This design comes from an exercise in tuning for small area and a short achievable clock period on the open sky130 flow, not from production work.
At most, simulation tests tie the RTL to the original design; equivalence was not proved.
Only the layout flow was run in run 2; the RTL was not checked for function there.
Power and IR drop assume default switching activity.

## flow/design.v (module list and top-level ports; edited modules follow where they fit)
// module movavg: 1625 lines
module movavg(
    input logic clk,
    input logic reset,
    input logic [63:0] din,
    output logic [63:0] dout
);
  // ...
==> flow/flow/run.sh <==
#!/bin/bash
set -euo pipefail
export BUFFER_PORTS_ARGS="-buffer_cell sky130_fd_sc_hd__buf_2"
python3 flow/mknet.py hs4 > netlist.v 2> mknet.log
bash standard.sh VERILOG_FILES="$PWD/netlist.v" ADDER_MAP_FILE= finish > standard_make.log 2>&1
==> flow/standard.sh <==
#!/bin/bash
# synth_recipe.tcl (not shown) runs the flow's synth.tcl, then flattens the netlist and writes it again
# the make line also repeats each setting of config.mk as NAME=value (left out here)
make -C /OpenROAD-flow-scripts/flow DESIGN_CONFIG=/design/flow/config.mk WORK_HOME=/design/flow/orfs CLKGATE_MAP_FILE= SYNTH_SCRIPT=/design/flow/synth_recipe.tcl "${@:-finish}"
==> flow/config.mk <==
export PLATFORM = sky130hd
export DESIGN_NAME = movavg
export DESIGN_NICKNAME = movavg
export VERILOG_FILES = /design/flow/design.v
export SDC_FILE = /design/flow/constraint.sdc
export NUM_CORES = 4
export LEC_CHECK = 0
export CAP_MARGIN = 20
export CORE_MARGIN = 2
export CORE_UTILIZATION = 60
export CTS_BUF_LIST = sky130_fd_sc_hd__clkbuf_8
export CTS_CLUSTER_DIAMETER = 100
export CTS_CLUSTER_SIZE = 30
export PLACE_DENSITY = 0.72
export SETUP_SLACK_MARGIN = 2.0
export SLEW_MARGIN = 20
==> flow/constraint.sdc <==
create_clock -name core_clock -period 7.5 [get_ports {clk}]
set_input_delay 1.5000 -clock core_clock [delete_from_list [all_inputs] [get_ports {clk}]]
set_output_delay 1.5000 -clock core_clock [all_outputs]
set_load 0.01 [all_outputs]
Not shown: flow/flow/mknet.py
==> flow_summary.html, run 1 <==
<table>
<tr><th>Metric</th><th>Value</th></tr>
<tr><th colspan="2">Place</th></tr>
<tr><td>Cell total after placement</td><td>1,434</td></tr>
<tr><td>DPL Wire Length</td><td>roughly 14,000 µm</td></tr>
<tr><td>Post-Place Worst Slack</td><td>1390 ps</td></tr>
<tr><th colspan="2">Detailed routing</th></tr>
<tr><td>Highest signal layer in the routed design</td><td>met5</td></tr>
<tr><td>Total wirelength of the detailed-routed design</td><td>18,900 µm</td></tr>
<tr><td>First drt pass iteration count</td><td>4</td></tr>
<tr><td>Average wire per standard cell</td><td>approximately 13 µm</td></tr>
<tr><th colspan="2">Worst setup path</th></tr>
<tr><td>Cells along the critical path</td><td>fa_1 -&gt; ha_1 -&gt; xnor2_1 -&gt; xor2_1 -&gt; nand2_1 -&gt; nor2_2 -&gt; a21oi_4 -&gt; o21ai_4 -&gt; a21oi_1 -&gt; buf_6 -&gt; o21bai_2 -&gt; a21boi_0 -&gt; xnor2_1 -&gt; buf_2</td></tr>
<tr><td>CP max stage delay</td><td>approximately 490 ps</td></tr>
<tr><td>Stages on worst setup path</td><td>14</td></tr>
<tr><td>Required time of the critical path</td><td>~6000 ps</td></tr>
<tr><th colspan="2">Timing</th></tr>
<tr><td>Clock skew after layout</td><td>roughly 13 ps</td></tr>
<tr><td>Total negative setup slack</td><td>0 ps</td></tr>
<tr><td>Slew at the pin with the worst max-slew slack</td><td>~850 ps</td></tr>
<tr><td>RSZ-0062 raised after global routing</td><td>true</td></tr>
<tr><th colspan="2">Power and ir drop</th></tr>
<tr><td>Combinational group share of total power</td><td>approximately two fifths</td></tr>
<tr><td>Total power density per cell area</td><td>around 240 nW/µm²</td></tr>
<tr><td>Fraction of power spent switching nets</td><td>35.3%</td></tr>
<tr><td>Power share of the clock group</td><td>23.9%</td></tr>
<tr><th colspan="2">Global routing</th></tr>
<tr><td>Global Route Usage Sum</td><td>just over 20%</td></tr>
<tr><td>Met1 global-route usage</td><td>26.5%</td></tr>
<tr><th colspan="2">Clocking</th></tr>
<tr><td>CTS tree</td><td>yes</td></tr>
<tr><th colspan="2">Finish</th></tr>
<tr><td>Number of combinational gates with multiple inputs</td><td>840</td></tr>
<tr><td>Ant diodes</td><td>3</td></tr>
<tr><th colspan="2">Logic synthesis</th></tr>
<tr><td>Most used flip-flop cell after synthesis</td><td>sky130_fd_sc_hd__dfxtp_1</td></tr>
<tr><td>Top cells by area in the synthesized netlist</td><td>sky130_fd_sc_hd__dfxtp_1 (36%), sky130_fd_sc_hd__fa_1 (12%), sky130_fd_sc_hd__nor2b_1 (11%)</td></tr>
<tr><th colspan="2">Status</th></tr>
<tr><td>Outcome</td><td>finished clean</td></tr>
<tr><th colspan="2">Floorplanning</th></tr>
<tr><td>Initial standard-cell utilization of the core</td><td>about three fifths</td></tr>
<tr><td>Number of top-level pins</td><td>130</td></tr>
</table>
==> run 2, diff against run 1 <==
--- a/flow/design.v
+++ b/flow/design.v
@@ -19,4 +19,5 @@
    logic g_1;
    logic p_1;
+   logic tr_1;
    logic s1_2;
    logic k1_2;
@@ -27,4 +28,5 @@
    logic g_2;
    logic p_2;
+   logic tr_2;
    logic s1_3;
    logic k1_3;
@@ -35,4 +37,5 @@
    logic g_3;
    logic p_3;
+   logic tr_3;
    logic s1_4;
    logic k1_4;
@@ -43,4 +46,5 @@
    logic g_4;
    logic p_4;
+   logic tr_4;
    logic s1_5;
    logic k1_5;
@@ -51,4 +55,5 @@
    logic g_5;
    logic p_5;
+   logic tr_5;
    logic s1_6;
    logic k1_6;
@@ -59,4 +64,5 @@
    logic g_6;
    logic p_6;
+   logic tr_6;
    logic s1_7;
    logic k1_7;
@@ -67,4 +73,5 @@
    logic g_7;
    logic p_7;
+   logic tr_7;
    logic s1_8;
    logic k1_8;
@@ -75,4 +82,5 @@
    logic g_8;
    logic p_8;
+   logic tr_8;
    logic s1_9;
    logic k1_9;
@@ -83,4 +91,5 @@
    logic g_9;
    logic p_9;
+   logic tr_9;
    logic s1_10;
    logic k1_10;
@@ -91,4 +100,5 @@
    logic g_10;
    logic p_10;
+   logic tr_10;
    logic s1_11;
    logic k1_11;
@@ -99,4 +109,5 @@
    logic g_11;
    logic p_11;
+   logic tr_11;
    logic s1_12;
    logic k1_12;
@@ -107,4 +118,5 @@
    logic g_12;
    logic p_12;
+   logic tr_12;
    logic s1_13;
    logic k1_13;
@@ -115,4 +127,5 @@
    logic g_13;
    logic p_13;
+   logic tr_13;
    logic s1_14;
    logic k1_14;
@@ -123,4 +136,5 @@
    logic g_14;
    logic p_14;
+   logic tr_14;
    logic s1_15;
    logic k1_15;
@@ -131,4 +145,5 @@
    logic g_15;
    logic p_15;
+   logic tr_15;
    logic s1_16;
    logic k1_16;
@@ -139,4 +154,5 @@
    logic g_16;
    logic p_16;
+   logic tr_16;
    logic s1_17;
    logic k1_17;
@@ -147,4 +163,5 @@
    logic g_17;
    logic p_17;
+   logic tr_17;
    logic s1_18;
    logic k1_18;
@@ -155,4 +172,5 @@
    logic g_18;
    logic p_18;
+   logic tr_18;
    logic s1_19;
    logic k1_19;
@@ -163,4 +181,5 @@
    logic g_19;
    logic p_19;
+   logic tr_19;
    logic s1_20;
    logic k1_20;
@@ -171,4 +190,5 @@
    logic g_20;
    logic p_20;
+   logic tr_20;
    logic s1_21;
    logic k1_21;
@@ -179,4 +199,5 @@
    logic g_21;
    logic p_21;
+   logic tr_21;
    logic s1_22;
    logic k1_22;
@@ -187,4 +208,5 @@
    logic g_22;
    logic p_22;
+   logic tr_22;
    logic s1_23;
    logic k1_23;
@@ -195,4 +217,5 @@
    logic g_23;
    logic p_23;
+   logic tr_23;
    logic s1_24;
    logic k1_24;
@@ -203,4 +226,5 @@
    logic g_24;
    logic p_24;
+   logic tr_24;
    logic s1_25;
    logic k1_25;
@@ -211,4 +235,5 @@
    logic g_25;
    logic p_25;
+   logic tr_25;
    logic s1_26;
    logic k1_26;
@@ -219,4 +244,5 @@
    logic g_26;
    logic p_26;
+   logic tr_26;
    logic s1_27;
    logic k1_27;
@@ -227,4 +253,5 @@
    logic g_27;
    logic p_27;
+   logic tr_27;
    logic s1_28;
    logic k1_28;
@@ -235,4 +262,5 @@
    logic g_28;
    logic p_28;
+   logic tr_28;
    logic s1_29;
    logic k1_29;
@@ -243,4 +271,5 @@
    logic g_29;
    logic p_29;
+   logic tr_29;
    logic s1_30;
    logic k1_30;
@@ -251,4 +280,5 @@
    logic g_30;
    logic p_30;
+   logic tr_30;
    logic s1_31;
    logic k1_31;
@@ -259,4 +289,5 @@
    logic g_31;
    logic p_31;
+   logic tr_31;
    logic s1_32;
    logic k1_32;
@@ -267,4 +298,5 @@
    logic g_32;
    logic p_32;
+   logic tr_32;
    logic s1_33;
    logic k1_33;
@@ -275,4 +307,5 @@
    logic g_33;
    logic p_33;
+   logic tr_33;
    logic s1_34;
    logic k1_34;
@@ -283,4 +316,5 @@
    logic g_34;
    logic p_34;
+   logic tr_34;
    logic s1_35;
    logic k1_35;
@@ -291,4 +325,5 @@
    logic g_35;
    logic p_35;
+   logic tr_35;
    logic s1_36;
    logic k1_36;
@@ -299,4 +334,5 @@
    logic g_36;
    logic p_36;
+   logic tr_36;
    logic s1_37;
    logic k1_37;
@@ -307,4 +343,5 @@
    logic g_37;
    logic p_37;
+   logic tr_37;
    logic s1_38;
    logic k1_38;
@@ -315,4 +352,5 @@
    logic g_38;
    logic p_38;
+   logic tr_38;
    logic s1_39;
    logic k1_39;
@@ -323,4 +361,5 @@
    logic g_39;
    logic p_39;
+   logic tr_39;
    logic s1_40;
    logic k1_40;
@@ -331,4 +370,5 @@
    logic g_40;
    logic p_40;
+   logic tr_40;
    logic s1_41;
    logic k1_41;
@@ -339,4 +379,5 @@
    logic g_41;
    logic p_41;
+   logic tr_41;
    logic s1_42;
    logic k1_42;
@@ -347,4 +388,5 @@
    logic g_42;
    logic p_42;
+   logic tr_42;
    logic s1_43;
    logic k1_43;
@@ -355,4 +397,5 @@
    logic g_43;
    logic p_43;
+   logic tr_43;
    logic s1_44;
    logic k1_44;
@@ -363,4 +406,5 @@
    logic g_44;
    logic p_44;
+   logic tr_44;
    logic s1_45;
    logic k1_45;
@@ -371,4 +415,5 @@
    logic g_45;
    logic p_45;
+   logic tr_45;
    logic s1_46;
    logic k1_46;
@@ -379,4 +424,5 @@
    logic g_46;
    logic p_46;
+   logic tr_46;
    logic s1_47;
    logic k1_47;
@@ -387,4 +433,5 @@
    logic g_47;
    logic p_47;
+   logic tr_47;
    logic s1_48;
    logic k1_48;
@@ -395,4 +442,5 @@
    logic g_48;
    logic p_48;
+   logic tr_48;
    logic s1_49;
    logic k1_49;
@@ -403,4 +451,5 @@
    logic g_49;
    logic p_49;
+   logic tr_49;
    logic s1_50;
    logic k1_50;
@@ -411,4 +460,5 @@
    logic g_50;
    logic p_50;
+   logic tr_50;
    logic s1_51;
    logic k1_51;
@@ -419,4 +469,5 @@
    logic g_51;
    logic p_51;
+   logic tr_51;
    logic s1_52;
    logic k1_52;
@@ -427,4 +478,5 @@
    logic g_52;
    logic p_52;
+   logic tr_52;
    logic s1_53;
    logic k1_53;
@@ -435,4 +487,5 @@
    logic g_53;
    logic p_53;
+   logic tr_53;
    logic s1_54;
    logic k1_54;
@@ -443,4 +496,5 @@
    logic g_54;
    logic p_54;
+   logic tr_54;
    logic s1_55;
    logic k1_55;
@@ -451,4 +505,5 @@
    logic g_55;
    logic p_55;
+   logic tr_55;
    logic s1_56;
    logic k1_56;
@@ -459,4 +514,5 @@
    logic g_56;
    logic p_56;
+   logic tr_56;
    logic s1_57;
    logic k1_57;
@@ -467,4 +523,5 @@
    logic g_57;
    logic p_57;
+   logic tr_57;
    logic s1_58;
    logic k1_58;
@@ -475,4 +532,5 @@
    logic g_58;
    logic p_58;
+   logic tr_58;
    logic s1_59;
    logic k1_59;
@@ -483,4 +541,5 @@
    logic g_59;
    logic p_59;
+   logic tr_59;
    logic s1_60;
    logic k1_60;
@@ -491,4 +550,5 @@
    logic g_60;
    logic p_60;
+   logic tr_60;
    logic s1_61;
    logic k1_61;
@@ -499,4 +559,5 @@
    logic g_61;
    logic p_61;
+   logic tr_61;
    logic s1_62;
    logic k1_62;
@@ -507,4 +568,5 @@
    logic g_62;
    logic p_62;
+   logic tr_62;
    logic s1_63;
    logic k1_63;
@@ -514,4 +576,5 @@
    logic g_63;
    logic p_63;
+   logic tr_63;
    logic Gl1_3;
    logic Pl1_3;
@@ -790,4 +853,5 @@
    assign g_1 = ~(s2n_1 | c2n_1);
    assign p_1 = s2n_1 ^ c2n_1;
+   assign tr_1 = ~(s2n_1 & c2n_1);
    assign s1_2 = t1[2] ^ t2[2] ^ t3[2];
    assign k1_2 = (t1[2] & t2[2]) | (t1[2] & t3[2]) | (t2[2] & t3[2]);
@@ -798,4 +862,5 @@
    assign g_2 = ~(s2n_2 | c2n_2);
    assign p_2 = s2n_2 ^ c2n_2;
+   assign tr_2 = ~(s2n_2 & c2n_2);
    assign s1_3 = t1[3] ^ t2[3] ^ t3[3];
    assign k1_3 = (t1[3] & t2[3]) | (t1[3] & t3[3]) | (t2[3] & t3[3]);
@@ -806,4 +871,5 @@
    assign g_3 = ~(s2n_3 | c2n_3);
    assign p_3 = s2n_3 ^ c2n_3;
+   assign tr_3 = ~(s2n_3 & c2n_3);
    assign s1_4 = t1[4] ^ t2[4] ^ t3[4];
    assign k1_4 = (t1[4] & t2[4]) | (t1[4] & t3[4]) | (t2[4] & t3[4]);
@@ -814,4 +880,5 @@
    assign g_4 = ~(s2n_4 | c2n_4);
    assign p_4 = s2n_4 ^ c2n_4;
+   assign tr_4 = ~(s2n_4 & c2n_4);
    assign s1_5 = t1[5] ^ t2[5] ^ t3[5];
    assign k1_5 = (t1[5] & t2[5]) | (t1[5] & t3[5]) | (t2[5] & t3[5]);
@@ -822,4 +889,5 @@
    assign g_5 = ~(s2n_5 | c2n_5);
    assign p_5 = s2n_5 ^ c2n_5;
+   assign tr_5 = ~(s2n_5 & c2n_5);
    assign s1_6 = t1[6] ^ t2[6] ^ t3[6];
    assign k1_6 = (t1[6] & t2[6]) | (t1[6] & t3[6]) | (t2[6] & t3[6]);
@@ -830,4 +898,5 @@
    assign g_6 = ~(s2n_6 | c2n_6);
    assign p_6 = s2n_6 ^ c2n_6;
+   assign tr_6 = ~(s2n_6 & c2n_6);
    assign s1_7 = t1[7] ^ t2[7] ^ t3[7];
    assign k1_7 = (t1[7] & t2[7]) | (t1[7] & t3[7]) | (t2[7] & t3[7]);
@@ -838,4 +907,5 @@
    assign g_7 = ~(s2n_7 | c2n_7);
    assign p_7 = s2n_7 ^ c2n_7;
+   assign tr_7 = ~(s2n_7 & c2n_7);
    assign s1_8 = t1[8] ^ t2[8] ^ t3[8];
    assign k1_8 = (t1[8] & t2[8]) | (t1[8] & t3[8]) | (t2[8] & t3[8]);
@@ -846,4 +916,5 @@
    assign g_8 = ~(s2n_8 | c2n_8);
    assign p_8 = s2n_8 ^ c2n_8;
+   assign tr_8 = ~(s2n_8 & c2n_8);
    assign s1_9 = t1[9] ^ t2[9] ^ t3[9];
    assign k1_9 = (t1[9] & t2[9]) | (t1[9] & t3[9]) | (t2[9] & t3[9]);
@@ -854,4 +925,5 @@
    assign g_9 = ~(s2n_9 | c2n_9);
    assign p_9 = s2n_9 ^ c2n_9;
+   assign tr_9 = ~(s2n_9 & c2n_9);
    assign s1_10 = t1[10] ^ t2[10] ^ t3[10];
    assign k1_10 = (t1[10] & t2[10]) | (t1[10] & t3[10]) | (t2[10] & t3[10]);
@@ -862,4 +934,5 @@
    assign g_10 = ~(s2n_10 | c2n_10);
    assign p_10 = s2n_10 ^ c2n_10;
+   assign tr_10 = ~(s2n_10 & c2n_10);
    assign s1_11 = t1[11] ^ t2[11] ^ t3[11];
    assign k1_11 = (t1[11] & t2[11]) | (t1[11] & t3[11]) | (t2[11] & t3[11]);
@@ -870,4 +943,5 @@
    assign g_11 = ~(s2n_11 | c2n_11);
    assign p_11 = s2n_11 ^ c2n_11;
+   assign tr_11 = ~(s2n_11 & c2n_11);
    assign s1_12 = t1[12] ^ t2[12] ^ t3[12];
    assign k1_12 = (t1[12] & t2[12]) | (t1[12] & t3[12]) | (t2[12] & t3[12]);
@@ -878,4 +952,5 @@
    assign g_12 = ~(s2n_12 | c2n_12);
    assign p_12 = s2n_12 ^ c2n_12;
+   assign tr_12 = ~(s2n_12 & c2n_12);
    assign s1_13 = t1[13] ^ t2[13] ^ t3[13];
    assign k1_13 = (t1[13] & t2[13]) | (t1[13] & t3[13]) | (t2[13] & t3[13]);
@@ -886,4 +961,5 @@
    assign g_13 = ~(s2n_13 | c2n_13);
    assign p_13 = s2n_13 ^ c2n_13;
+   assign tr_13 = ~(s2n_13 & c2n_13);
    assign s1_14 = t1[14] ^ t2[14] ^ t3[14];
    assign k1_14 = (t1[14] & t2[14]) | (t1[14] & t3[14]) | (t2[14] & t3[14]);
@@ -894,4 +970,5 @@
    assign g_14 = ~(s2n_14 | c2n_14);
    assign p_14 = s2n_14 ^ c2n_14;
+   assign tr_14 = ~(s2n_14 & c2n_14);
    assign s1_15 = t1[15] ^ t2[15] ^ t3[15];
    assign k1_15 = (t1[15] & t2[15]) | (t1[15] & t3[15]) | (t2[15] & t3[15]);
@@ -902,4 +979,5 @@
    assign g_15 = ~(s2n_15 | c2n_15);
    assign p_15 = s2n_15 ^ c2n_15;
+   assign tr_15 = ~(s2n_15 & c2n_15);
    assign s1_16 = t1[16] ^ t2[16] ^ t3[16];
    assign k1_16 = (t1[16] & t2[16]) | (t1[16] & t3[16]) | (t2[16] & t3[16]);
@@ -910,4 +988,5 @@
    assign g_16 = ~(s2n_16 | c2n_16);
    assign p_16 = s2n_16 ^ c2n_16;
+   assign tr_16 = ~(s2n_16 & c2n_16);
    assign s1_17 = t1[17] ^ t2[17] ^ t3[17];
    assign k1_17 = (t1[17] & t2[17]) | (t1[17] & t3[17]) | (t2[17] & t3[17]);
@@ -918,4 +997,5 @@
    assign g_17 = ~(s2n_17 | c2n_17);
    assign p_17 = s2n_17 ^ c2n_17;
+   assign tr_17 = ~(s2n_17 & c2n_17);
    assign s1_18 = t1[18] ^ t2[18] ^ t3[18];
    assign k1_18 = (t1[18] & t2[18]) | (t1[18] & t3[18]) | (t2[18] & t3[18]);
@@ -926,4 +1006,5 @@
    assign g_18 = ~(s2n_18 | c2n_18);
    assign p_18 = s2n_18 ^ c2n_18;
+   assign tr_18 = ~(s2n_18 & c2n_18);
    assign s1_19 = t1[19] ^ t2[19] ^ t3[19];
    assign k1_19 = (t1[19] & t2[19]) | (t1[19] & t3[19]) | (t2[19] & t3[19]);
@@ -934,4 +1015,5 @@
    assign g_19 = ~(s2n_19 | c2n_19);
    assign p_19 = s2n_19 ^ c2n_19;
+   assign tr_19 = ~(s2n_19 & c2n_19);
    assign s1_20 = t1[20] ^ t2[20] ^ t3[20];
    assign k1_20 = (t1[20] & t2[20]) | (t1[20] & t3[20]) | (t2[20] & t3[20]);
@@ -942,4 +1024,5 @@
    assign g_20 = ~(s2n_20 | c2n_20);
    assign p_20 = s2n_20 ^ c2n_20;
+   assign tr_20 = ~(s2n_20 & c2n_20);
    assign s1_21 = t1[21] ^ t2[21] ^ t3[21];
    assign k1_21 = (t1[21] & t2[21]) | (t1[21] & t3[21]) | (t2[21] & t3[21]);
@@ -950,4 +1033,5 @@
    assign g_21 = ~(s2n_21 | c2n_21);
    assign p_21 = s2n_21 ^ c2n_21;
+   assign tr_21 = ~(s2n_21 & c2n_21);
    assign s1_22 = t1[22] ^ t2[22] ^ t3[22];
    assign k1_22 = (t1[22] & t2[22]) | (t1[22] & t3[22]) | (t2[22] & t3[22]);
@@ -958,4 +1042,5 @@
    assign g_22 = ~(s2n_22 | c2n_22);
    assign p_22 = s2n_22 ^ c2n_22;
+   assign tr_22 = ~(s2n_22 & c2n_22);
    assign s1_23 = t1[23] ^ t2[23] ^ t3[23];
    assign k1_23 = (t1[23] & t2[23]) | (t1[23] & t3[23]) | (t2[23] & t3[23]);
@@ -966,4 +1051,5 @@
    assign g_23 = ~(s2n_23 | c2n_23);
    assign p_23 = s2n_23 ^ c2n_23;
+   assign tr_23 = ~(s2n_23 & c2n_23);
    assign s1_24 = t1[24] ^ t2[24] ^ t3[24];
    assign k1_24 = (t1[24] & t2[24]) | (t1[24] & t3[24]) | (t2[24] & t3[24]);
@@ -974,4 +1060,5 @@
    assign g_24 = ~(s2n_24 | c2n_24);
    assign p_24 = s2n_24 ^ c2n_24;
+   assign tr_24 = ~(s2n_24 & c2n_24);
    assign s1_25 = t1[25] ^ t2[25] ^ t3[25];
    assign k1_25 = (t1[25] & t2[25]) | (t1[25] & t3[25]) | (t2[25] & t3[25]);
@@ -982,4 +1069,5 @@
    assign g_25 = ~(s2n_25 | c2n_25);
    assign p_25 = s2n_25 ^ c2n_25;
+   assign tr_25 = ~(s2n_25 & c2n_25);
    assign s1_26 = t1[26] ^ t2[26] ^ t3[26];
    assign k1_26 = (t1[26] & t2[26]) | (t1[26] & t3[26]) | (t2[26] & t3[26]);
@@ -990,4 +1078,5 @@
    assign g_26 = ~(s2n_26 | c2n_26);
    assign p_26 = s2n_26 ^ c2n_26;
+   assign tr_26 = ~(s2n_26 & c2n_26);
    assign s1_27 = t1[27] ^ t2[27] ^ t3[27];
    assign k1_27 = (t1[27] & t2[27]) | (t1[27] & t3[27]) | (t2[27] & t3[27]);
@@ -998,4 +1087,5 @@
    assign g_27 = ~(s2n_27 | c2n_27);
    assign p_27 = s2n_27 ^ c2n_27;
+   assign tr_27 = ~(s2n_27 & c2n_27);
    assign s1_28 = t1[28] ^ t2[28] ^ t3[28];
    assign k1_28 = (t1[28] & t2[28]) | (t1[28] & t3[28]) | (t2[28] & t3[28]);
@@ -1006,4 +1096,5 @@
    assign g_28 = ~(s2n_28 | c2n_28);
    assign p_28 = s2n_28 ^ c2n_28;
+   assign tr_28 = ~(s2n_28 & c2n_28);
    assign s1_29 = t1[29] ^ t2[29] ^ t3[29];
    assign k1_29 = (t1[29] & t2[29]) | (t1[29] & t3[29]) | (t2[29] & t3[29]);
@@ -1014,4 +1105,5 @@
    assign g_29 = ~(s2n_29 | c2n_29);
    assign p_29 = s2n_29 ^ c2n_29;
+   assign tr_29 = ~(s2n_29 & c2n_29);
    assign s1_30 = t1[30] ^ t2[30] ^ t3[30];
    assign k1_30 = (t1[30] & t2[30]) | (t1[30] & t3[30]) | (t2[30] & t3[30]);
@@ -1022,4 +1114,5 @@
    assign g_30 = ~(s2n_30 | c2n_30);
    assign p_30 = s2n_30 ^ c2n_30;
+   assign tr_30 = ~(s2n_30 & c2n_30);
    assign s1_31 = t1[31] ^ t2[31] ^ t3[31];
    assign k1_31 = (t1[31] & t2[31]) | (t1[31] & t3[31]) | (t2[31] & t3[31]);
@@ -1030,4 +1123,5 @@
    assign g_31 = ~(s2n_31 | c2n_31);
    assign p_31 = s2n_31 ^ c2n_31;
+   assign tr_31 = ~(s2n_31 & c2n_31);
    assign s1_32 = t1[32] ^ t2[32] ^ t3[32];
    assign k1_32 = (t1[32] & t2[32]) | (t1[32] & t3[32]) | (t2[32] & t3[32]);
@@ -1038,4 +1132,5 @@
    assign g_32 = ~(s2n_32 | c2n_32);
    assign p_32 = s2n_32 ^ c2n_32;
+   assign tr_32 = ~(s2n_32 & c2n_32);
    assign s1_33 = t1[33] ^ t2[33] ^ t3[33];
    assign k1_33 = (t1[33] & t2[33]) | (t1[33] & t3[33]) | (t2[33] & t3[33]);
@@ -1046,4 +1141,5 @@
    assign g_33 = ~(s2n_33 | c2n_33);
    assign p_33 = s2n_33 ^ c2n_33;
+   assign tr_33 = ~(s2n_33 & c2n_33);
    assign s1_34 = t1[34] ^ t2[34] ^ t3[34];
    assign k1_34 = (t1[34] & t2[34]) | (t1[34] & t3[34]) | (t2[34] & t3[34]);
@@ -1054,4 +1150,5 @@
    assign g_34 = ~(s2n_34 | c2n_34);
    assign p_34 = s2n_34 ^ c2n_34;
+   assign tr_34 = ~(s2n_34 & c2n_34);
    assign s1_35 = t1[35] ^ t2[35] ^ t3[35];
    assign k1_35 = (t1[35] & t2[35]) | (t1[35] & t3[35]) | (t2[35] & t3[35]);
@@ -1062,4 +1159,5 @@
    assign g_35 = ~(s2n_35 | c2n_35);
    assign p_35 = s2n_35 ^ c2n_35;
+   assign tr_35 = ~(s2n_35 & c2n_35);
    assign s1_36 = t1[36] ^ t2[36] ^ t3[36];
    assign k1_36 = (t1[36] & t2[36]) | (t1[36] & t3[36]) | (t2[36] & t3[36]);
@@ -1070,4 +1168,5 @@
    assign g_36 = ~(s2n_36 | c2n_36);
    assign p_36 = s2n_36 ^ c2n_36;
+   assign tr_36 = ~(s2n_36 & c2n_36);
    assign s1_37 = t1[37] ^ t2[37] ^ t3[37];
    assign k1_37 = (t1[37] & t2[37]) | (t1[37] & t3[37]) | (t2[37] & t3[37]);
@@ -1078,4 +1177,5 @@
    assign g_37 = ~(s2n_37 | c2n_37);
    assign p_37 = s2n_37 ^ c2n_37;
+   assign tr_37 = ~(s2n_37 & c2n_37);
    assign s1_38 = t1[38] ^ t2[38] ^ t3[38];
    assign k1_38 = (t1[38] & t2[38]) | (t1[38] & t3[38]) | (t2[38] & t3[38]);
@@ -1086,4 +1186,5 @@
    assign g_38 = ~(s2n_38 | c2n_38);
    assign p_38 = s2n_38 ^ c2n_38;
+   assign tr_38 = ~(s2n_38 & c2n_38);
    assign s1_39 = t1[39] ^ t2[39] ^ t3[39];
    assign k1_39 = (t1[39] & t2[39]) | (t1[39] & t3[39]) | (t2[39] & t3[39]);
@@ -1094,4 +1195,5 @@
    assign g_39 = ~(s2n_39 | c2n_39);
    assign p_39 = s2n_39 ^ c2n_39;
+   assign tr_39 = ~(s2n_39 & c2n_39);
    assign s1_40 = t1[40] ^ t2[40] ^ t3[40];
    assign k1_40 = (t1[40] & t2[40]) | (t1[40] & t3[40]) | (t2[40] & t3[40]);
@@ -1102,4 +1204,5 @@
    assign g_40 = ~(s2n_40 | c2n_40);
    assign p_40 = s2n_40 ^ c2n_40;
+   assign tr_40 = ~(s2n_40 & c2n_40);
    assign s1_41 = t1[41] ^ t2[41] ^ t3[41];
    assign k1_41 = (t1[41] & t2[41]) | (t1[41] & t3[41]) | (t2[41] & t3[41]);
@@ -1110,4 +1213,5 @@
    assign g_41 = ~(s2n_41 | c2n_41);
    assign p_41 = s2n_41 ^ c2n_41;
+   assign tr_41 = ~(s2n_41 & c2n_41);
    assign s1_42 = t1[42] ^ t2[42] ^ t3[42];
    assign k1_42 = (t1[42] & t2[42]) | (t1[42] & t3[42]) | (t2[42] & t3[42]);
@@ -1118,4 +1222,5 @@
    assign g_42 = ~(s2n_42 | c2n_42);
    assign p_42 = s2n_42 ^ c2n_42;
+   assign tr_42 = ~(s2n_42 & c2n_42);
    assign s1_43 = t1[43] ^ t2[43] ^ t3[43];
    assign k1_43 = (t1[43] & t2[43]) | (t1[43] & t3[43]) | (t2[43] & t3[43]);
@@ -1126,4 +1231,5 @@
    assign g_43 = ~(s2n_43 | c2n_43);
    assign p_43 = s2n_43 ^ c2n_43;
+   assign tr_43 = ~(s2n_43 & c2n_43);
    assign s1_44 = t1[44] ^ t2[44] ^ t3[44];
    assign k1_44 = (t1[44] & t2[44]) | (t1[44] & t3[44]) | (t2[44] & t3[44]);
@@ -1134,4 +1240,5 @@
    assign g_44 = ~(s2n_44 | c2n_44);
    assign p_44 = s2n_44 ^ c2n_44;
+   assign tr_44 = ~(s2n_44 & c2n_44);
    assign s1_45 = t1[45] ^ t2[45] ^ t3[45];
    assign k1_45 = (t1[45] & t2[45]) | (t1[45] & t3[45]) | (t2[45] & t3[45]);
@@ -1142,4 +1249,5 @@
    assign g_45 = ~(s2n_45 | c2n_45);
    assign p_45 = s2n_45 ^ c2n_45;
+   assign tr_45 = ~(s2n_45 & c2n_45);
    assign s1_46 = t1[46] ^ t2[46] ^ t3[46];
    assign k1_46 = (t1[46] & t2[46]) | (t1[46] & t3[46]) | (t2[46] & t3[46]);
@@ -1150,4 +1258,5 @@
    assign g_46 = ~(s2n_46 | c2n_46);
    assign p_46 = s2n_46 ^ c2n_46;
+   assign tr_46 = ~(s2n_46 & c2n_46);
    assign s1_47 = t1[47] ^ t2[47] ^ t3[47];
    assign k1_47 = (t1[47] & t2[47]) | (t1[47] & t3[47]) | (t2[47] & t3[47]);
@@ -1158,4 +1267,5 @@
    assign g_47 = ~(s2n_47 | c2n_47);
    assign p_47 = s2n_47 ^ c2n_47;
+   assign tr_47 = ~(s2n_47 & c2n_47);
    assign s1_48 = t1[48] ^ t2[48] ^ t3[48];
    assign k1_48 = (t1[48] & t2[48]) | (t1[48] & t3[48]) | (t2[48] & t3[48]);
@@ -1166,4 +1276,5 @@
    assign g_48 = ~(s2n_48 | c2n_48);
    assign p_48 = s2n_48 ^ c2n_48;
+   assign tr_48 = ~(s2n_48 & c2n_48);
    assign s1_49 = t1[49] ^ t2[49] ^ t3[49];
    assign k1_49 = (t1[49] & t2[49]) | (t1[49] & t3[49]) | (t2[49] & t3[49]);
@@ -1174,4 +1285,5 @@
    assign g_49 = ~(s2n_49 | c2n_49);
    assign p_49 = s2n_49 ^ c2n_49;
+   assign tr_49 = ~(s2n_49 & c2n_49);
    assign s1_50 = t1[50] ^ t2[50] ^ t3[50];
    assign k1_50 = (t1[50] & t2[50]) | (t1[50] & t3[50]) | (t2[50] & t3[50]);
@@ -1182,4 +1294,5 @@
    assign g_50 = ~(s2n_50 | c2n_50);
    assign p_50 = s2n_50 ^ c2n_50;
+   assign tr_50 = ~(s2n_50 & c2n_50);
    assign s1_51 = t1[51] ^ t2[51] ^ t3[51];
    assign k1_51 = (t1[51] & t2[51]) | (t1[51] & t3[51]) | (t2[51] & t3[51]);
@@ -1190,4 +1303,5 @@
    assign g_51 = ~(s2n_51 | c2n_51);
    assign p_51 = s2n_51 ^ c2n_51;
+   assign tr_51 = ~(s2n_51 & c2n_51);
    assign s1_52 = t1[52] ^ t2[52] ^ t3[52];
    assign k1_52 = (t1[52] & t2[52]) | (t1[52] & t3[52]) | (t2[52] & t3[52]);
@@ -1198,4 +1312,5 @@
    assign g_52 = ~(s2n_52 | c2n_52);
    assign p_52 = s2n_52 ^ c2n_52;
+   assign tr_52 = ~(s2n_52 & c2n_52);
    assign s1_53 = t1[53] ^ t2[53] ^ t3[53];
    assign k1_53 = (t1[53] & t2[53]) | (t1[53] & t3[53]) | (t2[53] & t3[53]);
@@ -1206,4 +1321,5 @@
    assign g_53 = ~(s2n_53 | c2n_53);
    assign p_53 = s2n_53 ^ c2n_53;
+   assign tr_53 = ~(s2n_53 & c2n_53);
    assign s1_54 = t1[54] ^ t2[54] ^ t3[54];
    assign k1_54 = (t1[54] & t2[54]) | (t1[54] & t3[54]) | (t2[54] & t3[54]);
@@ -1214,4 +1330,5 @@
    assign g_54 = ~(s2n_54 | c2n_54);
    assign p_54 = s2n_54 ^ c2n_54;
+   assign tr_54 = ~(s2n_54 & c2n_54);
    assign s1_55 = t1[55] ^ t2[55] ^ t3[55];
    assign k1_55 = (t1[55] & t2[55]) | (t1[55] & t3[55]) | (t2[55] & t3[55]);
@@ -1222,4 +1339,5 @@
    assign g_55 = ~(s2n_55 | c2n_55);
    assign p_55 = s2n_55 ^ c2n_55;
+   assign tr_55 = ~(s2n_55 & c2n_55);
    assign s1_56 = t1[56] ^ t2[56] ^ t3[56];
    assign k1_56 = (t1[56] & t2[56]) | (t1[56] & t3[56]) | (t2[56] & t3[56]);
@@ -1230,4 +1348,5 @@
    assign g_56 = ~(s2n_56 | c2n_56);
    assign p_56 = s2n_56 ^ c2n_56;
+   assign tr_56 = ~(s2n_56 & c2n_56);
    assign s1_57 = t1[57] ^ t2[57] ^ t3[57];
    assign k1_57 = (t1[57] & t2[57]) | (t1[57] & t3[57]) | (t2[57] & t3[57]);
@@ -1238,4 +1357,5 @@
    assign g_57 = ~(s2n_57 | c2n_57);
    assign p_57 = s2n_57 ^ c2n_57;
+   assign tr_57 = ~(s2n_57 & c2n_57);
    assign s1_58 = t1[58] ^ t2[58] ^ t3[58];
    assign k1_58 = (t1[58] & t2[58]) | (t1[58] & t3[58]) | (t2[58] & t3[58]);
@@ -1246,4 +1366,5 @@
    assign g_58 = ~(s2n_58 | c2n_58);
    assign p_58 = s2n_58 ^ c2n_58;
+   assign tr_58 = ~(s2n_58 & c2n_58);
    assign s1_59 = t1[59] ^ t2[59] ^ t3[59];
    assign k1_59 = (t1[59] & t2[59]) | (t1[59] & t3[59]) | (t2[59] & t3[59]);
@@ -1254,4 +1375,5 @@
    assign g_59 = ~(s2n_59 | c2n_59);
    assign p_59 = s2n_59 ^ c2n_59;
+   assign tr_59 = ~(s2n_59 & c2n_59);
    assign s1_60 = t1[60] ^ t2[60] ^ t3[60];
    assign k1_60 = (t1[60] & t2[60]) | (t1[60] & t3[60]) | (t2[60] & t3[60]);
@@ -1262,4 +1384,5 @@
    assign g_60 = ~(s2n_60 | c2n_60);
    assign p_60 = s2n_60 ^ c2n_60;
+   assign tr_60 = ~(s2n_60 & c2n_60);
    assign s1_61 = t1[61] ^ t2[61] ^ t3[61];
    assign k1_61 = (t1[61] & t2[61]) | (t1[61] & t3[61]) | (t2[61] & t3[61]);
@@ -1270,4 +1393,5 @@
    assign g_61 = ~(s2n_61 | c2n_61);
    assign p_61 = s2n_61 ^ c2n_61;
+   assign tr_61 = ~(s2n_61 & c2n_61);
    assign s1_62 = t1[62] ^ t2[62] ^ t3[62];
    assign k1_62 = (t1[62] & t2[62]) | (t1[62] & t3[62]) | (t2[62] & t3[62]);
@@ -1278,4 +1402,5 @@
    assign g_62 = ~(s2n_62 | c2n_62);
    assign p_62 = s2n_62 ^ c2n_62;
+   assign tr_62 = ~(s2n_62 & c2n_62);
    assign s1_63 = t1[63] ^ t2[63] ^ t3[63];
    assign k1_63 = (t1[63] & t2[63]) | (t1[63] & t3[63]) | (t2[63] & t3[63]);
@@ -1285,140 +1410,141 @@
    assign g_63 = ~(s2n_63 | c2n_63);
    assign p_63 = s2n_63 ^ c2n_63;
-   assign Gl1_3 = ~((p_3 & g_2) | g_3);
-   assign Pl1_3 = ~(p_3 & p_2);
-   assign Gl1_5 = ~((p_5 & g_4) | g_5);
-   assign Pl1_5 = ~(p_5 & p_4);
-   assign Gl1_7 = ~((p_7 & g_6) | g_7);
-   assign Pl1_7 = ~(p_7 & p_6);
-   assign Gl1_9 = ~((p_9 & g_8) | g_9);
-   assign Pl1_9 = ~(p_9 & p_8);
-   assign Gl1_11 = ~((p_11 & g_10) | g_11);
-   assign Pl1_11 = ~(p_11 & p_10);
-   assign Gl1_13 = ~((p_13 & g_12) | g_13);
-   assign Pl1_13 = ~(p_13 & p_12);
-   assign Gl1_15 = ~((p_15 & g_14) | g_15);
-   assign Pl1_15 = ~(p_15 & p_14);
-   assign Gl1_17 = ~((p_17 & g_16) | g_17);
-   assign Pl1_17 = ~(p_17 & p_16);
-   assign Gl1_19 = ~((p_19 & g_18) | g_19);
-   assign Pl1_19 = ~(p_19 & p_18);
-   assign Gl1_21 = ~((p_21 & g_20) | g_21);
-   assign Pl1_21 = ~(p_21 & p_20);
-   assign Gl1_23 = ~((p_23 & g_22) | g_23);
-   assign Pl1_23 = ~(p_23 & p_22);
-   assign Gl1_25 = ~((p_25 & g_24) | g_25);
-   assign Pl1_25 = ~(p_25 & p_24);
-   assign Gl1_27 = ~((p_27 & g_26) | g_27);
-   assign Pl1_27 = ~(p_27 & p_26);
-   assign Gl1_29 = ~((p_29 & g_28) | g_29);
-   assign Pl1_29 = ~(p_29 & p_28);
-   assign Gl1_31 = ~((p_31 & g_30) | g_31);
-   assign Pl1_31 = ~(p_31 & p_30);
-   assign Gl1_33 = ~((p_33 & g_32) | g_33);
-   assign Pl1_33 = ~(p_33 & p_32);
-   assign Gl1_35 = ~((p_35 & g_34) | g_35);
-   assign Pl1_35 = ~(p_35 & p_34);
-   assign Gl1_37 = ~((p_37 & g_36) | g_37);
-   assign Pl1_37 = ~(p_37 & p_36);
-   assign Gl1_39 = ~((p_39 & g_38) | g_39);
-   assign Pl1_39 = ~(p_39 & p_38);
-   assign Gl1_41 = ~((p_41 & g_40) | g_41);
-   assign Pl1_41 = ~(p_41 & p_40);
-   assign Gl1_43 = ~((p_43 & g_42) | g_43);
-   assign Pl1_43 = ~(p_43 & p_42);
-   assign Gl1_45 = ~((p_45 & g_44) | g_45);
-   assign Pl1_45 = ~(p_45 & p_44);
-   assign Gl1_47 = ~((p_47 & g_46) | g_47);
-   assign Pl1_47 = ~(p_47 & p_46);
-   assign Gl1_49 = ~((p_49 & g_48) | g_49);
-   assign Pl1_49 = ~(p_49 & p_48);
-   assign Gl1_51 = ~((p_51 & g_50) | g_51);
-   assign Pl1_51 = ~(p_51 & p_50);
-   assign Gl1_53 = ~((p_53 & g_52) | g_53);
-   assign Pl1_53 = ~(p_53 & p_52);
-   assign Gl1_55 = ~((p_55 & g_54) | g_55);
-   assign Pl1_55 = ~(p_55 & p_54);
-   assign Gl1_57 = ~((p_57 & g_56) | g_57);
-   assign Pl1_57 = ~(p_57 & p_56);
-   assign Gl1_59 = ~((p_59 & g_58) | g_59);
-   assign Pl1_59 = ~(p_59 & p_58);
-   assign Gl1_61 = ~((p_61 & g_60) | g_61);
-   assign Pl1_61 = ~(p_61 & p_60);
-   assign Gl1_63 = ~((p_63 & g_62) | g_63);
-   assign Pl1_63 = ~(p_63 & p_62);
-   assign Gl2_2 = ~((p_2 & g_1) | g_2);
+   assign tr_63 = ~(s2n_63 & c2n_63);
+   assign Gl1_3 = ~((tr_3 & g_2) | g_3);
+   assign Pl1_3 = ~(tr_3 & tr_2);
+   assign Gl1_5 = ~((tr_5 & g_4) | g_5);
+   assign Pl1_5 = ~(tr_5 & tr_4);
+   assign Gl1_7 = ~((tr_7 & g_6) | g_7);
+   assign Pl1_7 = ~(tr_7 & tr_6);
+   assign Gl1_9 = ~((tr_9 & g_8) | g_9);
+   assign Pl1_9 = ~(tr_9 & tr_8);
+   assign Gl1_11 = ~((tr_11 & g_10) | g_11);
+   assign Pl1_11 = ~(tr_11 & tr_10);
+   assign Gl1_13 = ~((tr_13 & g_12) | g_13);
+   assign Pl1_13 = ~(tr_13 & tr_12);
+   assign Gl1_15 = ~((tr_15 & g_14) | g_15);
+   assign Pl1_15 = ~(tr_15 & tr_14);
+   assign Gl1_17 = ~((tr_17 & g_16) | g_17);
+   assign Pl1_17 = ~(tr_17 & tr_16);
+   assign Gl1_19 = ~((tr_19 & g_18) | g_19);
+   assign Pl1_19 = ~(tr_19 & tr_18);
+   assign Gl1_21 = ~((tr_21 & g_20) | g_21);
+   assign Pl1_21 = ~(tr_21 & tr_20);
+   assign Gl1_23 = ~((tr_23 & g_22) | g_23);
+   assign Pl1_23 = ~(tr_23 & tr_22);
+   assign Gl1_25 = ~((tr_25 & g_24) | g_25);
+   assign Pl1_25 = ~(tr_25 & tr_24);
+   assign Gl1_27 = ~((tr_27 & g_26) | g_27);
+   assign Pl1_27 = ~(tr_27 & tr_26);
+   assign Gl1_29 = ~((tr_29 & g_28) | g_29);
+   assign Pl1_29 = ~(tr_29 & tr_28);
+   assign Gl1_31 = ~((tr_31 & g_30) | g_31);
+   assign Pl1_31 = ~(tr_31 & tr_30);
+   assign Gl1_33 = ~((tr_33 & g_32) | g_33);
+   assign Pl1_33 = ~(tr_33 & tr_32);
+   assign Gl1_35 = ~((tr_35 & g_34) | g_35);
+   assign Pl1_35 = ~(tr_35 & tr_34);
+   assign Gl1_37 = ~((tr_37 & g_36) | g_37);
+   assign Pl1_37 = ~(tr_37 & tr_36);
+   assign Gl1_39 = ~((tr_39 & g_38) | g_39);
+   assign Pl1_39 = ~(tr_39 & tr_38);
+   assign Gl1_41 = ~((tr_41 & g_40) | g_41);
+   assign Pl1_41 = ~(tr_41 & tr_40);
+   assign Gl1_43 = ~((tr_43 & g_42) | g_43);
+   assign Pl1_43 = ~(tr_43 & tr_42);
+   assign Gl1_45 = ~((tr_45 & g_44) | g_45);
+   assign Pl1_45 = ~(tr_45 & tr_44);
+   assign Gl1_47 = ~((tr_47 & g_46) | g_47);
+   assign Pl1_47 = ~(tr_47 & tr_46);
+   assign Gl1_49 = ~((tr_49 & g_48) | g_49);
+   assign Pl1_49 = ~(tr_49 & tr_48);
+   assign Gl1_51 = ~((tr_51 & g_50) | g_51);
+   assign Pl1_51 = ~(tr_51 & tr_50);
+   assign Gl1_53 = ~((tr_53 & g_52) | g_53);
+   assign Pl1_53 = ~(tr_53 & tr_52);
+   assign Gl1_55 = ~((tr_55 & g_54) | g_55);
+   assign Pl1_55 = ~(tr_55 & tr_54);
+   assign Gl1_57 = ~((tr_57 & g_56) | g_57);
+   assign Pl1_57 = ~(tr_57 & tr_56);
+   assign Gl1_59 = ~((tr_59 & g_58) | g_59);
+   assign Pl1_59 = ~(tr_59 & tr_58);
+   assign Gl1_61 = ~((tr_61 & g_60) | g_61);
+   assign Pl1_61 = ~(tr_61 & tr_60);
+   assign Gl1_63 = ~((tr_63 & g_62) | g_63);
+   assign Pl1_63 = ~(tr_63 & tr_62);
+   assign Gl2_2 = ~((tr_2 & g_1) | g_2);
    assign iv_0 = ~g_1;
    assign Gl2_3 = ~((Pl1_3 | iv_0) & Gl1_3);
-   assign iv_1 = ~p_6;
+   assign iv_1 = ~tr_6;
    assign Gl2_6 = ~((iv_1 | Gl1_5) & ~g_6);
    assign Pl2_6 = ~(iv_1 | Pl1_5);
    assign Gl2_7 = ~((Pl1_7 | Gl1_5) & Gl1_7);
    assign Pl2_7 = ~(Pl1_7 | Pl1_5);
-   assign iv_2 = ~p_10;
+   assign iv_2 = ~tr_10;
    assign Gl2_10 = ~((iv_2 | Gl1_9) & ~g_10);
    assign Pl2_10 = ~(iv_2 | Pl1_9);
    assign Gl2_11 = ~((Pl1_11 | Gl1_9) & Gl1_11);
    assign Pl2_11 = ~(Pl1_11 | Pl1_9);
-   assign iv_3 = ~p_14;
+   assign iv_3 = ~tr_14;
    assign Gl2_14 = ~((iv_3 | Gl1_13) & ~g_14);
    assign Pl2_14 = ~(iv_3 | Pl1_13);
    assign Gl2_15 = ~((Pl1_15 | Gl1_13) & Gl1_15);
    assign Pl2_15 = ~(Pl1_15 | Pl1_13);
-   assign iv_4 = ~p_18;
+   assign iv_4 = ~tr_18;
    assign Gl2_18 = ~((iv_4 | Gl1_17) & ~g_18);
    assign Pl2_18 = ~(iv_4 | Pl1_17);
    assign Gl2_19 = ~((Pl1_19 | Gl1_17) & Gl1_19);
    assign Pl2_19 = ~(Pl1_19 | Pl1_17);
-   assign iv_5 = ~p_22;
+   assign iv_5 = ~tr_22;
    assign Gl2_22 = ~((iv_5 | Gl1_21) & ~g_22);
    assign Pl2_22 = ~(iv_5 | Pl1_21);
    assign Gl2_23 = ~((Pl1_23 | Gl1_21) & Gl1_23);
    assign Pl2_23 = ~(Pl1_23 | Pl1_21);
-   assign iv_6 = ~p_26;
+   assign iv_6 = ~tr_26;
    assign Gl2_26 = ~((iv_6 | Gl1_25) & ~g_26);
    assign Pl2_26 = ~(iv_6 | Pl1_25);
    assign Gl2_27 = ~((Pl1_27 | Gl1_25) & Gl1_27);
    assign Pl2_27 = ~(Pl1_27 | Pl1_25);
-   assign iv_7 = ~p_30;
+   assign iv_7 = ~tr_30;
    assign Gl2_30 = ~((iv_7 | Gl1_29) & ~g_30);
    assign Pl2_30 = ~(iv_7 | Pl1_29);
    assign Gl2_31 = ~((Pl1_31 | Gl1_29) & Gl1_31);
    assign Pl2_31 = ~(Pl1_31 | Pl1_29);
-   assign iv_8 = ~p_34;
+   assign iv_8 = ~tr_34;
    assign Gl2_34 = ~((iv_8 | Gl1_33) & ~g_34);
    assign Pl2_34 = ~(iv_8 | Pl1_33);
    assign Gl2_35 = ~((Pl1_35 | Gl1_33) & Gl1_35);
    assign Pl2_35 = ~(Pl1_35 | Pl1_33);
-   assign iv_9 = ~p_38;
+   assign iv_9 = ~tr_38;
    assign Gl2_38 = ~((iv_9 | Gl1_37) & ~g_38);
    assign Pl2_38 = ~(iv_9 | Pl1_37);
    assign Gl2_39 = ~((Pl1_39 | Gl1_37) & Gl1_39);
    assign Pl2_39 = ~(Pl1_39 | Pl1_37);
-   assign iv_10 = ~p_42;
+   assign iv_10 = ~tr_42;
    assign Gl2_42 = ~((iv_10 | Gl1_41) & ~g_42);
    assign Pl2_42 = ~(iv_10 | Pl1_41);
    assign Gl2_43 = ~((Pl1_43 | Gl1_41) & Gl1_43);
    assign Pl2_43 = ~(Pl1_43 | Pl1_41);
-   assign iv_11 = ~p_46;
+   assign iv_11 = ~tr_46;
    assign Gl2_46 = ~((iv_11 | Gl1_45) & ~g_46);
    assign Pl2_46 = ~(iv_11 | Pl1_45);
    assign Gl2_47 = ~((Pl1_47 | Gl1_45) & Gl1_47);
    assign Pl2_47 = ~(Pl1_47 | Pl1_45);
-   assign iv_12 = ~p_50;
+   assign iv_12 = ~tr_50;
    assign Gl2_50 = ~((iv_12 | Gl1_49) & ~g_50);
    assign Pl2_50 = ~(iv_12 | Pl1_49);
    assign Gl2_51 = ~((Pl1_51 | Gl1_49) & Gl1_51);
    assign Pl2_51 = ~(Pl1_51 | Pl1_49);
-   assign iv_13 = ~p_54;
+   assign iv_13 = ~tr_54;
    assign Gl2_54 = ~((iv_13 | Gl1_53) & ~g_54);
    assign Pl2_54 = ~(iv_13 | Pl1_53);
    assign Gl2_55 = ~((Pl1_55 | Gl1_53) & Gl1_55);
    assign Pl2_55 = ~(Pl1_55 | Pl1_53);
-   assign iv_14 = ~p_58;
+   assign iv_14 = ~tr_58;
    assign Gl2_58 = ~((iv_14 | Gl1_57) & ~g_58);
    assign Pl2_58 = ~(iv_14 | Pl1_57);
    assign Gl2_59 = ~((Pl1_59 | Gl1_57) & Gl1_59);
    assign Pl2_59 = ~(Pl1_59 | Pl1_57);
-   assign iv_15 = ~p_62;
+   assign iv_15 = ~tr_62;
    assign Gl2_62 = ~((iv_15 | Gl1_61) & ~g_62);
    assign Pl2_62 = ~(iv_15 | Pl1_61);
@@ -1483,66 +1609,66 @@
    assign Gg8_14 = ~((Pg4_14 | Gg4_7) & Gg4_14);
    assign Gg8_15 = ~((Pg4_15 | Gg4_7) & Gg4_15);
-   assign Gf_4 = ~((p_4 & Gl2_3) | g_4);
+   assign Gf_4 = ~((tr_4 & Gl2_3) | g_4);
    assign iv_25 = ~Pl1_5;
    assign Gf_5 = ~((iv_25 & Gl2_3) | ~Gl1_5);
    assign Gf_6 = ~((Pl2_6 & Gl2_3) | Gl2_6);
-   assign iv_26 = ~p_8;
+   assign iv_26 = ~tr_8;
    assign Gf_8 = ~((iv_26 | Gg1_1) & ~g_8);
    assign Gf_9 = ~((Pl1_9 | Gg1_1) & Gl1_9);
    assign iv_27 = ~Pl2_10;
    assign Gf_10 = ~((iv_27 | Gg1_1) & ~Gl2_10);
-   assign Gf_12 = ~((p_12 & Gg2_2) | g_12);
+   assign Gf_12 = ~((tr_12 & Gg2_2) | g_12);
    assign iv_28 = ~Pl1_13;
    assign Gf_13 = ~((iv_28 & Gg2_2) | ~Gl1_13);
    assign Gf_14 = ~((Pl2_14 & Gg2_2) | Gl2_14);
-   assign Gf_16 = ~((p_16 & Gg2_3) | g_16);
+   assign Gf_16 = ~((tr_16 & Gg2_3) | g_16);
    assign iv_29 = ~Pl1_17;
    assign Gf_17 = ~((iv_29 & Gg2_3) | ~Gl1_17);
    assign Gf_18 = ~((Pl2_18 & Gg2_3) | Gl2_18);
-   assign iv_30 = ~p_20;
+   assign iv_30 = ~tr_20;
    assign Gf_20 = ~((iv_30 | Gg4_4) & ~g_20);
    assign Gf_21 = ~((Pl1_21 | Gg4_4) & Gl1_21);
    assign iv_31 = ~Pl2_22;
    assign Gf_22 = ~((iv_31 | Gg4_4) & ~Gl2_22);
-   assign iv_32 = ~p_24;
+   assign iv_32 = ~tr_24;
    assign Gf_24 = ~((iv_32 | Gg4_5) & ~g_24);
    assign Gf_25 = ~((Pl1_25 | Gg4_5) & Gl1_25);
    assign iv_33 = ~Pl2_26;
    assign Gf_26 = ~((iv_33 | Gg4_5) & ~Gl2_26);
-   assign iv_34 = ~p_28;
+   assign iv_34 = ~tr_28;
    assign Gf_28 = ~((iv_34 | Gg4_6) & ~g_28);
    assign Gf_29 = ~((Pl1_29 | Gg4_6) & Gl1_29);
    assign iv_35 = ~Pl2_30;
    assign Gf_30 = ~((iv_35 | Gg4_6) & ~Gl2_30);
-   assign iv_36 = ~p_32;
+   assign iv_36 = ~tr_32;
    assign Gf_32 = ~((iv_36 | Gg4_7) & ~g_32);
    assign Gf_33 = ~((Pl1_33 | Gg4_7) & Gl1_33);
    assign iv_37 = ~Pl2_34;
    assign Gf_34 = ~((iv_37 | Gg4_7) & ~Gl2_34);
-   assign Gf_36 = ~((p_36 & Gg8_8) | g_36);
+   assign Gf_36 = ~((tr_36 & Gg8_8) | g_36);
    assign iv_38 = ~Pl1_37;
    assign Gf_37 = ~((iv_38 & Gg8_8) | ~Gl1_37);
    assign Gf_38 = ~((Pl2_38 & Gg8_8) | Gl2_38);
-   assign Gf_40 = ~((p_40 & Gg8_9) | g_40);
+   assign Gf_40 = ~((tr_40 & Gg8_9) | g_40);
    assign iv_39 = ~Pl1_41;
    assign Gf_41 = ~((iv_39 & Gg8_9) | ~Gl1_41);
    assign Gf_42 = ~((Pl2_42 & Gg8_9) | Gl2_42);
-   assign Gf_44 = ~((p_44 & Gg8_10) | g_44);
+   assign Gf_44 = ~((tr_44 & Gg8_10) | g_44);
    assign iv_40 = ~Pl1_45;
    assign Gf_45 = ~((iv_40 & Gg8_10) | ~Gl1_45);
    assign Gf_46 = ~((Pl2_46 & Gg8_10) | Gl2_46);
-   assign Gf_48 = ~((p_48 & Gg8_11) | g_48);
+   assign Gf_48 = ~((tr_48 & Gg8_11) | g_48);
    assign iv_41 = ~Pl1_49;
    assign Gf_49 = ~((iv_41 & Gg8_11) | ~Gl1_49);
    assign Gf_50 = ~((Pl2_50 & Gg8_11) | Gl2_50);
-   assign Gf_52 = ~((p_52 & Gg8_12) | g_52);
+   assign Gf_52 = ~((tr_52 & Gg8_12) | g_52);
    assign iv_42 = ~Pl1_53;
    assign Gf_53 = ~((iv_42 & Gg8_12) | ~Gl1_53);
    assign Gf_54 = ~((Pl2_54 & Gg8_12) | Gl2_54);
-   assign Gf_56 = ~((p_56 & Gg8_13) | g_56);
+   assign Gf_56 = ~((tr_56 & Gg8_13) | g_56);
    assign iv_43 = ~Pl1_57;
    assign Gf_57 = ~((iv_43 & Gg8_13) | ~Gl1_57);
    assign Gf_58 = ~((Pl2_58 & Gg8_13) | Gl2_58);
-   assign Gf_60 = ~((p_60 & Gg8_14) | g_60);
+   assign Gf_60 = ~((tr_60 & Gg8_14) | g_60);
    assign iv_44 = ~Pl1_61;
    assign Gf_61 = ~((iv_44 & Gg8_14) | ~Gl1_61);
==> flow/flow/run.sh (replaced) <==
#!/bin/bash
set -euo pipefail
export BUFFER_PORTS_ARGS="-buffer_cell sky130_fd_sc_hd__buf_2"
python3 flow/mknet.py hs4t > netlist.v 2> mknet.log
bash standard.sh VERILOG_FILES="$PWD/netlist.v" ADDER_MAP_FILE= finish > standard_make.log 2>&1
--- a/flow/flow/mknet.py
+++ b/flow/flow/mknet.py
@@ -14,5 +14,4 @@
 P = "sky130_fd_sc_hd__"
 kind = sys.argv[1] if len(sys.argv) > 1 else "sp8"
-kind_arg = kind
 rtl = "--rtl" in sys.argv
 out = []
@@ -352,5 +351,5 @@
 }
 if not rtl:
-    print("// Generated by mknet.py " + kind_arg)
+    print("// Generated by mknet.py " + kind)
     print("module movavg(clk, reset, din, dout);")
     print("  input clk;\n  input reset;\n  input [63:0] din;\n  output [63:0] dout;")
@@ -379,5 +378,5 @@
             body.append(f"   assign {pins[o]} = " + f.format(**pins) + ";")
     body += ["  " + a for a in assigns]
-    print(f"""// Generated by gen/mknet.py {kind_arg} --rtl: the same circuit as the layout flow's netlist,
+    print(f"""// Generated by gen/mknet.py {kind} --rtl: the same circuit as the layout flow's netlist,
 // written as plain logic.
 //
--- a/flow/config.mk
+++ b/flow/config.mk
@@ -9,7 +9,5 @@
 export CORE_MARGIN = 2
 export CORE_UTILIZATION = 60
-export CTS_BUF_LIST = sky130_fd_sc_hd__clkbuf_8
-export CTS_CLUSTER_DIAMETER = 100
-export CTS_CLUSTER_SIZE = 30
+export CTS_BUF_LIST = sky130_fd_sc_hd__clkbuf_4 sky130_fd_sc_hd__clkbuf_8
 export PLACE_DENSITY = 0.72
 export SETUP_SLACK_MARGIN = 2.0
==> run 2 against run 1 <==
- first-iteration DRC count shrank 13%
- clock-buffer cell count grew 1
- final cell count grew 4.0%
- sequential cell count is the same
- critical path depth is the same
==> flow_summary.html, run 2 <==
<table>
<tr><th>Metric</th><th>Value</th></tr>
<tr><th colspan="2">Worst setup path</th></tr>
<tr><td>Max FO, Critical Path</td><td>11</td></tr>
<tr><td>Category of cells accounting for the largest share of critical-path delay</td><td>compound AO/OA/AOI/OAI gates</td></tr>
<tr><td>Startpoint-to-endpoint class of the critical path</td><td>flip-flop to output pin</td></tr>
<tr><td>CP max stage delay</td><td>480 ps (about the same)</td></tr>
<tr><td>Cells along the critical path</td><td>fa_1 -&gt; ha_1 -&gt; xnor2_2 -&gt; nand2_1 -&gt; a21oi_2 -&gt; o21ai_1 -&gt; a21oi_4 -&gt; o21ai_4 -&gt; a21oi_1 -&gt; buf_6 -&gt; o21ai_2 -&gt; a21boi_0 -&gt; xnor2_1 -&gt; buf_2</td></tr>
<tr><td>Kind of end point of the critical path</td><td>output pin</td></tr>
<tr><td>Arr. time, crit path</td><td>around 3800 ps</td></tr>
<tr><td>Worst setup SP type</td><td>flip-flop</td></tr>
<tr><td>Slowest CP cell</td><td>sky130_fd_sc_hd__fa_1</td></tr>
<tr><td>Required time of the critical path</td><td>6000 ps (about the same)</td></tr>
<tr><td>Buffers &amp; Inverters on Critical Path</td><td>2</td></tr>
<tr><th colspan="2">Place</th></tr>
<tr><td>Placed Instance Area</td><td>around 12,000 µm²</td></tr>
<tr><td>Cell total after placement</td><td>1,499 (+4.5%)</td></tr>
<tr><td>Routability cong.</td><td>0.837</td></tr>
<tr><td>I/O Buffers</td><td>~130</td></tr>
<tr><td>DPL Wire Length</td><td>14,600 µm (+4.0%)</td></tr>
<tr><th colspan="2">Detailed routing</th></tr>
<tr><td>Total wirelength of the detailed-routed design</td><td>19,500 µm (+3.3%)</td></tr>
<tr><td>First drt pass iteration count</td><td>6 (+2)</td></tr>
<tr><td>Average wire per standard cell</td><td>12.7 µm (-0.72%)</td></tr>
<tr><td>Number of remaining DRC errors</td><td>0</td></tr>
<tr><td>1st-iter DRT viols</td><td>231</td></tr>
<tr><td>Number of nets with antenna violations after routing</td><td>0</td></tr>
<tr><td>Overall via count from detail_route</td><td>roughly 7.6k</td></tr>
<tr><td>Via density per instance</td><td>4.97</td></tr>
<tr><th colspan="2">Clocking</th></tr>
<tr><td>Num Clock Sinks</td><td>about 190</td></tr>
<tr><td>CTS tree</td><td>yes</td></tr>
<tr><td>Maximum clock insertion buffer count</td><td>2</td></tr>
<tr><td>Cell chosen for the clock root</td><td>sky130_fd_sc_hd__clkbuf_8</td></tr>
<tr><td>TritonCTS Buffers</td><td>17</td></tr>
<tr><td>Register clock-pin slew on the reported worst setup and hold paths</td><td>~110 ps</td></tr>
<tr><td>CTS H-tree depth</td><td>4</td></tr>
<tr><td>Worst-Skew Late Latency</td><td>between 400 and 500 ps</td></tr>
<tr><td>Total of hold buffers inserted after clock tree synthesis</td><td>0</td></tr>
<tr><th colspan="2">Power and ir drop</th></tr>
<tr><td>Pint</td><td>roughly 1.9 mW</td></tr>
<tr><td>Leak pwr</td><td>between 5 and 6 nW</td></tr>
<tr><td>Net switching power</td><td>around 1.1 mW</td></tr>
<tr><td>Largest voltage drop on the vdd net</td><td>~180 µV</td></tr>
<tr><td>Sequential Power Share</td><td>36.8%</td></tr>
<tr><td>Fraction of power spent switching nets</td><td>36.1% (+0.78 points)</td></tr>
<tr><td>Power share of the clock group</td><td>23.7% (-0.2 points)</td></tr>
<tr><td>Total power density per cell area</td><td>238 nW/µm² (-0.58%)</td></tr>
<tr><td>Combinational group share of total power</td><td>39.5% (+0.8 points)</td></tr>
<tr><th colspan="2">Global routing</th></tr>
<tr><td>Global Route Usage Sum</td><td>20.7% (+0.051 points)</td></tr>
<tr><td>Overall overflow remaining after global route</td><td>0</td></tr>
<tr><td>Pin count of the biggest net entering global routing</td><td>105</td></tr>
<tr><td>Vias in the first global route</td><td>between 7k and 8k</td></tr>
<tr><td>Initial antenna violation count</td><td>1</td></tr>
<tr><td>First-pass GRT wire length</td><td>approximately 33,000 µm</td></tr>
<tr><th colspan="2">Timing</th></tr>
<tr><td>Final setup vio count</td><td>0</td></tr>
<tr><td>Total negative setup slack</td><td>0 ps (unchanged)</td></tr>
<tr><td>Max-slew violation total from the final report</td><td>0</td></tr>
<tr><td>RSZ-0062 raised after global routing</td><td>false</td></tr>
<tr><td>Achievable Freq</td><td>roughly 190 MHz</td></tr>
<tr><td>Minimum period implied by the final worst setup slack</td><td>5260 ps</td></tr>
<tr><td>Number of failing hold endpoints at the final stage</td><td>0</td></tr>
<tr><td>Post-route clock period utilization</td><td>70.1%</td></tr>
<tr><td>Slew at the pin with the worst max-slew slack</td><td>867 ps (+15.5 ps)</td></tr>
<tr><td>Remaining max-slew budget at the tightest pin</td><td>42.2%</td></tr>
<tr><td>Clock skew after layout</td><td>10.4 ps (-2.66 ps)</td></tr>
<tr><th colspan="2">Logic synthesis</th></tr>
<tr><td>Number of instances in the synthesized netlist</td><td>1,141</td></tr>
<tr><td>Syn nets</td><td>1,334</td></tr>
<tr><td>Sequential-to-total area share from yosys stat</td><td>approximately 36%</td></tr>
<tr><td>Syn Area/Cell</td><td>about 9.5 µm²</td></tr>
<tr><td>Warnings from Yosys</td><td>0</td></tr>
<tr><td>Post-synthesis sequential element count</td><td>192</td></tr>
<tr><td>Synth unique cells</td><td>14</td></tr>
<tr><td>Most used flip-flop cell after synthesis</td><td>sky130_fd_sc_hd__dfxtp_1</td></tr>
<tr><td>Cell taking the most area after synthesis</td><td>sky130_fd_sc_hd__dfxtp_1</td></tr>
<tr><td>Async set-or-reset flop fraction in the synthesized netlist</td><td>0%</td></tr>
<tr><td>Most used standard cells in the synthesized netlist</td><td>sky130_fd_sc_hd__dfxtp_1 (192), sky130_fd_sc_hd__nor2b_1 (192), sky130_fd_sc_hd__a21oi_1 (125), sky130_fd_sc_hd__nand2_1 (101), sky130_fd_sc_hd__xnor2_1 (100)</td></tr>
<tr><td>Share of Yosys cell area claimed by the top area cell type</td><td>between 30% and 40%</td></tr>
<tr><td>Post-synthesis instance area</td><td>roughly 11,000 µm²</td></tr>
<tr><td>Count of flip-flops with a built-in enable after synthesis</td><td>0</td></tr>
<tr><td>Top cells by area in the synthesized netlist</td><td>sky130_fd_sc_hd__dfxtp_1 (36%), sky130_fd_sc_hd__fa_1 (12%), sky130_fd_sc_hd__nor2b_1 (11%)</td></tr>
<tr><th colspan="2">Finish</th></tr>
<tr><td>Fill cell instance count of the final layout</td><td>roughly 1.4k</td></tr>
<tr><td>Highest-count cells in the layout ignoring fill and taps</td><td>sky130_fd_sc_hd__nor2b_1 (192), sky130_fd_sc_hd__dfxtp_1 (192), sky130_fd_sc_hd__buf_2 (128)</td></tr>
<tr><td>Post-route standard cell area excluding fillers</td><td>around 12,000 µm²</td></tr>
<tr><td>Biggest registers after layout</td><td>t1 (64), t2 (64), t3 (64)</td></tr>
<tr><td>Net total in the final layout</td><td>between 1k and 1.5k</td></tr>
<tr><td>Layout Cells excl Fill</td><td>approximately 1.5k</td></tr>
<tr><td>Final core occ</td><td>a little over two thirds</td></tr>
<tr><td>Post-synthesis to final-layout area growth</td><td>15.0%</td></tr>
<tr><td>Fraction of layout instances using a drive strength above 1</td><td>~16%</td></tr>
<tr><th colspan="2">Min path</th></tr>
<tr><td>Worst Hold Class</td><td>flip-flop to flip-flop</td></tr>
<tr><th colspan="2">Run</th></tr>
<tr><td>Maximum capacitance violations</td><td>0</td></tr>
<tr><th colspan="2">Floorplanning</th></tr>
<tr><td>Die Footprint</td><td>19,100 µm²</td></tr>
<tr><td>Number of top-level pins</td><td>130 (unchanged)</td></tr>
<tr><td>Total number of placement rows</td><td>49</td></tr>
<tr><td>Die Y</td><td>approximately 140 µm</td></tr>
<tr><td>DIE WIDTH</td><td>about 140 µm</td></tr>
<tr><td>Initial standard-cell utilization of the core</td><td>60.7% (-0.58 points)</td></tr>
<tr><td>Core area</td><td>17,800 µm²</td></tr>
<tr><th colspan="2">Status</th></tr>
<tr><td>Outcome</td><td>finished clean</td></tr>
</table>
==> run 2: cell types whose count changed after synthesis <==
cell	delta
sky130_fd_sc_hd__nand2_1	+61
==> run 2: power groups by stage <==
stage                     clock [mW]  combinational (mW)  sequential, mW
after floorplan                    0               0.777            1.11
after global placement             0                1.10            1.11
after detailed placement           0                1.12            1.11
after CTS                      0.723                1.14            1.09
after global routing           0.762                1.30            1.10
final                          0.699                1.17            1.09
==> run 2: through the flow <==
step / worst slack, ps / power (mW) / hold slack [ps]
3_5_place_dp: 1500 / 2.23 / 479
2_1_floorplan: 2120 / 1.88 / 465
5_1_grt: 1970 / 3.16 / 491
6_report: 2240 / 2.96 / 477
3_3_place_gp: 1600 / 2.22 / 471
4_1_cts: 2030 / 2.95 / 483
==> run 2: what timing repair did <==
item | in CTS | in global routing
resized for setup | 6 | 49
setup buffers | 0 | 3
cloned | 0 | 0
endpoints found under the setup margin | 41 | 32
pin swaps | 0 | 3
==> run 2: logic make-up after synthesis <==
kind of cell | count (synthesis) | synth area share, %
flip-flops | 192 | 35.6
buffers and inverters | 48 | 1.74
AO/OA/AOI/OAI | 196 | 10.1
adder cells (fa/ha/maj) | 127 | 19.2
AND/OR/NAND/NOR | 389 | 18.0
XOR/XNOR | 189 | 15.3
==> run 2: routing by layer <==
layer	vias up	routed length [µm]	global-route usage (%)
li1	3986	-	-
met1	3511	8810	25.7
met2	114	9740	36.0
met3	18	761	5.02
met4	0	200	5.85
met5	-	0	0
==> run 2: worst paths after layout <==
check	from	endpoint	slack (ps)	depth (start not counted)
worst max-delay path	t1[5]$_SDFF_PP0_	dout[42]	2240	14
worst min-delay path	t2[20]$_SDFF_PP0_	t3[20]$_SDFF_PP0_	480	1
worst max register to register	t2[43]$_SDFF_PP0_	t3[43]$_SDFF_PP0_	6880	1
worst min register to register	t2[20]$_SDFF_PP0_	t3[20]$_SDFF_PP0_	480	1
==> run 2: area by class of cell <==
| class | count | area (µm²) | area share, % |
|---|---|---|---|
| Multi-Input combinational cell | 901 | 7000 | 56.4 |
| Inverter | 46 | 173 | 1.39 |
| Clock buffer | 19 | 262 | 2.11 |
| Antenna cell | 1 | 2.50 | 0.0202 |
| Sequential cell | 192 | 3840 | 31.0 |
| Clock inverter | 12 | 149 | 1.20 |
| Tap cell | 229 | 287 | 2.31 |
| Timing Repair Buffer | 134 | 693 | 5.59 |
